Source: an optimization exercise on an open RTL-to-GDS flow (aim: small area and a short achievable clock period). Production flows keep margins and buffers that such runs may drop.
In this exercise RTL edits were held to simulation tests only and were not proved equivalent to the original.

Setup of build 63:
==> flow/design.v (excerpt) <==
module CS(clk, reset, X, Y);
	input clk, reset;
	input [7:0] X;
	output [9:0] Y;
	reg [7:0] X9;                    
	reg rq;                          
	reg [7:0] P1, P2, P3, P4, P5, P6, P7, P8;
	reg [10:0] T;                    
	reg [3:0] cnt;                   
	reg [9:0] Y;
	always @(negedge clk) begin
		X9 <= X;
		rq <= reset;
	end
	wire [7:0] sub = (cnt[3] ? P1 : 8'd0);
	wire [10:0] Tn;
	wire [11:0] S;
	wire [10:0] Ta;
	radd #(11) u_s(T, {3'b000, X9}, 1'b0, S[10:0], S[11]);
	wire tc;
	radd #(11) u_t(S[10:0], {3'b111, ~sub}, 1'b1, Tn, tc);
	always @(posedge clk) begin
		P1 <= P2; P2 <= P3; P3 <= P4; P4 <= P5;
		P5 <= P6; P6 <= P7; P7 <= P8; P8 <= X9;
		if (rq) begin
			T <= 11'd0;
			cnt <= 4'd0;
		end else begin
			T <= Tn;
			if (cnt != 4'd9)
				cnt <= cnt + 4'd1;
		end
		Y <= Yn;
	end
	wire [5:0] s1 = S[11:6];
	wire [6:0] v;
	radd #(6) u_v(s1, S[5:0], 1'b0, v[5:0], v[6]);
	reg [3:0] q2;
	always @(*) begin
		if (v >= 7'd90) q2 = 4'd10;
		else if (v >= 7'd81) q2 = 4'd9;
		else if (v >= 7'd72) q2 = 4'd8;
		else if (v >= 7'd63) q2 = 4'd7;
		else if (v >= 7'd54) q2 = 4'd6;
		else if (v >= 7'd45) q2 = 4'd5;
		else if (v >= 7'd36) q2 = 4'd4;
		else if (v >= 7'd27) q2 = 4'd3;
		else if (v >= 7'd18) q2 = 4'd2;
		else if (v >= 7'd9) q2 = 4'd1;
  ...
export LEC_CHECK = 0
export CAP_MARGIN = 20
export CORE_MARGIN = 2
export CORE_UTILIZATION = 40
export SLEW_MARGIN = 20
create_clock -name core_clock -period 70.0 [get_ports {clk}]
standard.sh (not shown) runs the stock make flow with config.mk's settings and CLKGATE_MAP_FILE= SYNTH_SCRIPT=/design/flow/synth_recipe.tcl, a recipe that flattens the netlist after the stock synthesis.
==> flow/flow/run.sh <==
#!/bin/bash
# Own flow: the standard layout (standard.sh), except that synthesis maps
# the logic with an area-oriented ABC script and does not extract full/half
# adder cells. Registers are mapped exactly as in the standard synthesis.
set -euo pipefail
here=$(pwd)
export OWN_ABC_SCRIPT=$here/flow/area.abc
bash standard.sh SYNTH_SCRIPT=$here/flow/synth.tcl ADDER_MAP_FILE= finish > $here/flow_make.log 2>&1
==> flow/flow/area.abc <==
strash
dch -f
amap
topo
==> flow/flow/synth.tcl <==
# Standard synthesis (synth_recipe.tcl) with one change: ABC maps with an
# area-oriented script (flow/area.abc) instead of ORFS's own.
proc synth {args} { yosys synth -nofsm -noshare {*}$args }
proc abc {args} {
  set i [lsearch -exact $args -script]
  if {$i >= 0} { lset args [expr {$i + 1}] $::env(OWN_ABC_SCRIPT) }
  yosys abc {*}$args
}
source $::env(SCRIPTS_DIR)/synth.tcl
# left out here: clear keep_hierarchy, flatten, clean up, hide names made inside functions, write 1_2_yosys.v
--- input diff build 63..build 81 ---
- an added ABC_AREA of 1
==> flow/run.sh (new file) <==
#!/bin/bash
# synth_recipe.tcl (not shown) runs the flow's synth.tcl, then flattens the netlist and writes it again
# the make line also repeats each setting of config.mk as NAME=value (left out here)
make -C /OpenROAD-flow-scripts/flow DESIGN_CONFIG=/design/flow/config.mk WORK_HOME=/design/flow/orfs CLKGATE_MAP_FILE= SYNTH_SCRIPT=/design/flow/synth_recipe.tcl finish
removed: flow/flow/run.sh
removed: flow/flow/area.abc
removed: flow/flow/synth.tcl
removed: flow/standard.sh
### Flow results
- Run comparison: build 63 most frequent standard cell in the layout excluding fill and tap cells sky130_fd_sc_hd__nor2_1; build 81 most frequent standard cell in the layout excluding fill and tap cells sky130_fd_sc_hd__nand2_1
- Build 81 vs build 63, first-pass GRT wire length went up by 12%.
- Build 81 vs build 63 — number of cells on the worst reg-to-reg path dropped slightly
- NOTE routed wire length build 63->build 81 increased by more than 10%
## Diff of input files: build 16 against build 81
- clearing ABC_AREA, which used to be 1
==> flow/flow/run.sh (new file) <==
#!/bin/bash
# Own flow: the standard layout (standard.sh), except that synthesis maps
# the logic with an area-oriented ABC script and does not extract full/half
# adder cells. Registers are mapped exactly as in the standard synthesis.
set -euo pipefail
here=$(pwd)
export OWN_ABC_SCRIPT=$here/flow/area.abc
bash standard.sh SYNTH_SCRIPT=$here/flow/synth.tcl ADDER_MAP_FILE= BUFFER_PORTS_ARGS="-buffer_cell sky130_fd_sc_hd__buf_1" CTS_BUF_LIST="sky130_fd_sc_hd__clkbuf_4 sky130_fd_sc_hd__clkbuf_8" finish > $here/flow_make.log 2>&1
==> flow/flow/area.abc (new file) <==
strash
ifraig
resub -K 8 -N 2
refactor -z
rewrite -z
&get -n
&deepsyn -T 60
&put
dch -f
amap
topo
==> flow/flow/synth.tcl (new file) <==
# Standard synthesis (synth_recipe.tcl) with one change: ABC maps with an
# area-oriented script (flow/area.abc) instead of ORFS's own.
proc synth {args} { yosys synth -nofsm -noshare {*}$args }
proc abc {args} {
  set i [lsearch -exact $args -script]
  if {$i >= 0} { lset args [expr {$i + 1}] $::env(OWN_ABC_SCRIPT) }
  yosys abc {*}$args
}
source $::env(SCRIPTS_DIR)/synth.tcl
# left out here: clear keep_hierarchy, flatten, clean up, hide names made inside functions, write 1_2_yosys.v
==> flow/standard.sh (new file) <==
#!/bin/bash
# synth_recipe.tcl (not shown) runs the flow's synth.tcl, then flattens the netlist and writes it again
# the make line also repeats each setting of config.mk as NAME=value (left out here)
make -C /OpenROAD-flow-scripts/flow DESIGN_CONFIG=/design/flow/config.mk WORK_HOME=/design/flow/orfs CLKGATE_MAP_FILE= SYNTH_SCRIPT=/design/flow/synth_recipe.tcl "${@:-finish}"
removed: flow/run.sh
### Flow results
Between build 16 and build 81, the worst hold slack figures differ only marginally.
Compared with build 81, in build 16 wire length reported by the detailed router has decreased; relative area change from synthesis to final layout has decreased; worst setup slack has decreased; netlist area before placement has decreased.
## Diff of input files: build 14 against build 16
--- a/flow/flow/run.sh
+++ b/flow/flow/run.sh
@@ -7,2 +7,2 @@
 export OWN_ABC_SCRIPT=$here/flow/area.abc
-bash standard.sh SYNTH_SCRIPT=$here/flow/synth.tcl ADDER_MAP_FILE= BUFFER_PORTS_ARGS="-buffer_cell sky130_fd_sc_hd__buf_1" CTS_BUF_LIST="sky130_fd_sc_hd__clkbuf_4 sky130_fd_sc_hd__clkbuf_8" finish > $here/flow_make.log 2>&1
+bash standard.sh SYNTH_SCRIPT=$here/flow/synth.tcl ADDER_MAP_FILE= BUFFER_PORTS_ARGS="-buffer_cell sky130_fd_sc_hd__buf_1" CTS_BUF_LIST="sky130_fd_sc_hd__clkbuf_4 sky130_fd_sc_hd__clkbuf_8" SETUP_SLACK_MARGIN=20 finish > $here/flow_make.log 2>&1
==> flow/flow/area.abc <==
strash
dch -f
amap
topo
### Flow results
In the final reports, the cell area of build 14 is larger than that of build 16. Build 14 ended up with a higher final cell count than build 16 did.
Here is what was changed in the inputs of build 18 compared with build 14.
==> flow/run.sh (new file) <==
#!/bin/bash
# synth_recipe.tcl (not shown) runs the flow's synth.tcl, then flattens the netlist and writes it again
# the make line also repeats each setting of config.mk as NAME=value (left out here)
make -C /OpenROAD-flow-scripts/flow DESIGN_CONFIG=/design/flow/config.mk WORK_HOME=/design/flow/orfs CLKGATE_MAP_FILE= SYNTH_SCRIPT=/design/flow/synth_recipe.tcl finish
removed: flow/flow/run.sh
removed: flow/flow/area.abc
removed: flow/flow/synth.tcl
removed: flow/standard.sh
Findings:
X9[1] as the critical path launch point was reported by build 14, and X9[0] by build 18. What build 18 reported for final area has to be multiplied by 0.941 to get the figure for build 14. Delta (build 18 minus build 14): non-clock buffer count fell by 76, ratio of cells with drive above 1 in the final layout fell by 25 points, number of clock buffers in the layout fell by 1, number of cells on the critical path fell by 30%. Against build 14, build 18 reports a global-route met1 utilization that is higher. Compared with build 14, build 18 shows die footprint that has gone up by more than a quarter. Build 18 vs build 14: utilization down. For the total length of routed wires, build 18 came in 6700 µm higher than build 14 did.
[inputs] build 65 vs build 18
==> flow/flow/run.sh (new file) <==
#!/bin/bash
# Own flow: the standard layout (standard.sh), except that synthesis maps
# the logic with an area-oriented ABC script and does not extract full/half
# adder cells. Registers are mapped exactly as in the standard synthesis.
set -euo pipefail
here=$(pwd)
export OWN_ABC_SCRIPT=$here/flow/area.abc
bash standard.sh SYNTH_SCRIPT=$here/flow/synth.tcl ADDER_MAP_FILE= BUFFER_PORTS_ARGS="-buffer_cell sky130_fd_sc_hd__buf_1" CTS_BUF_LIST="sky130_fd_sc_hd__clkbuf_4 sky130_fd_sc_hd__clkbuf_8" finish > $here/flow_make.log 2>&1
==> flow/flow/area.abc (new file) <==
strash
dch -f
amap
topo
==> flow/flow/synth.tcl (new file) <==
# Standard synthesis (synth_recipe.tcl) with one change: ABC maps with an
# area-oriented script (flow/area.abc) instead of ORFS's own.
proc synth {args} { yosys synth -nofsm -noshare {*}$args }
proc abc {args} {
  set i [lsearch -exact $args -script]
  if {$i >= 0} { lset args [expr {$i + 1}] $::env(OWN_ABC_SCRIPT) }
  yosys abc {*}$args
}
source $::env(SCRIPTS_DIR)/synth.tcl
# left out here: clear keep_hierarchy, flatten, clean up, hide names made inside functions, write 1_2_yosys.v
==> flow/standard.sh (new file) <==
#!/bin/bash
# synth_recipe.tcl (not shown) runs the flow's synth.tcl, then flattens the netlist and writes it again
# the make line also repeats each setting of config.mk as NAME=value (left out here)
make -C /OpenROAD-flow-scripts/flow DESIGN_CONFIG=/design/flow/config.mk WORK_HOME=/design/flow/orfs CLKGATE_MAP_FILE= SYNTH_SCRIPT=/design/flow/synth_recipe.tcl "${@:-finish}"
removed: flow/run.sh
### Flow results
Die size: build 65 is under build 18. Lower fraction of layout cells with a size suffix above 1 among build 18 and build 65: build 65.
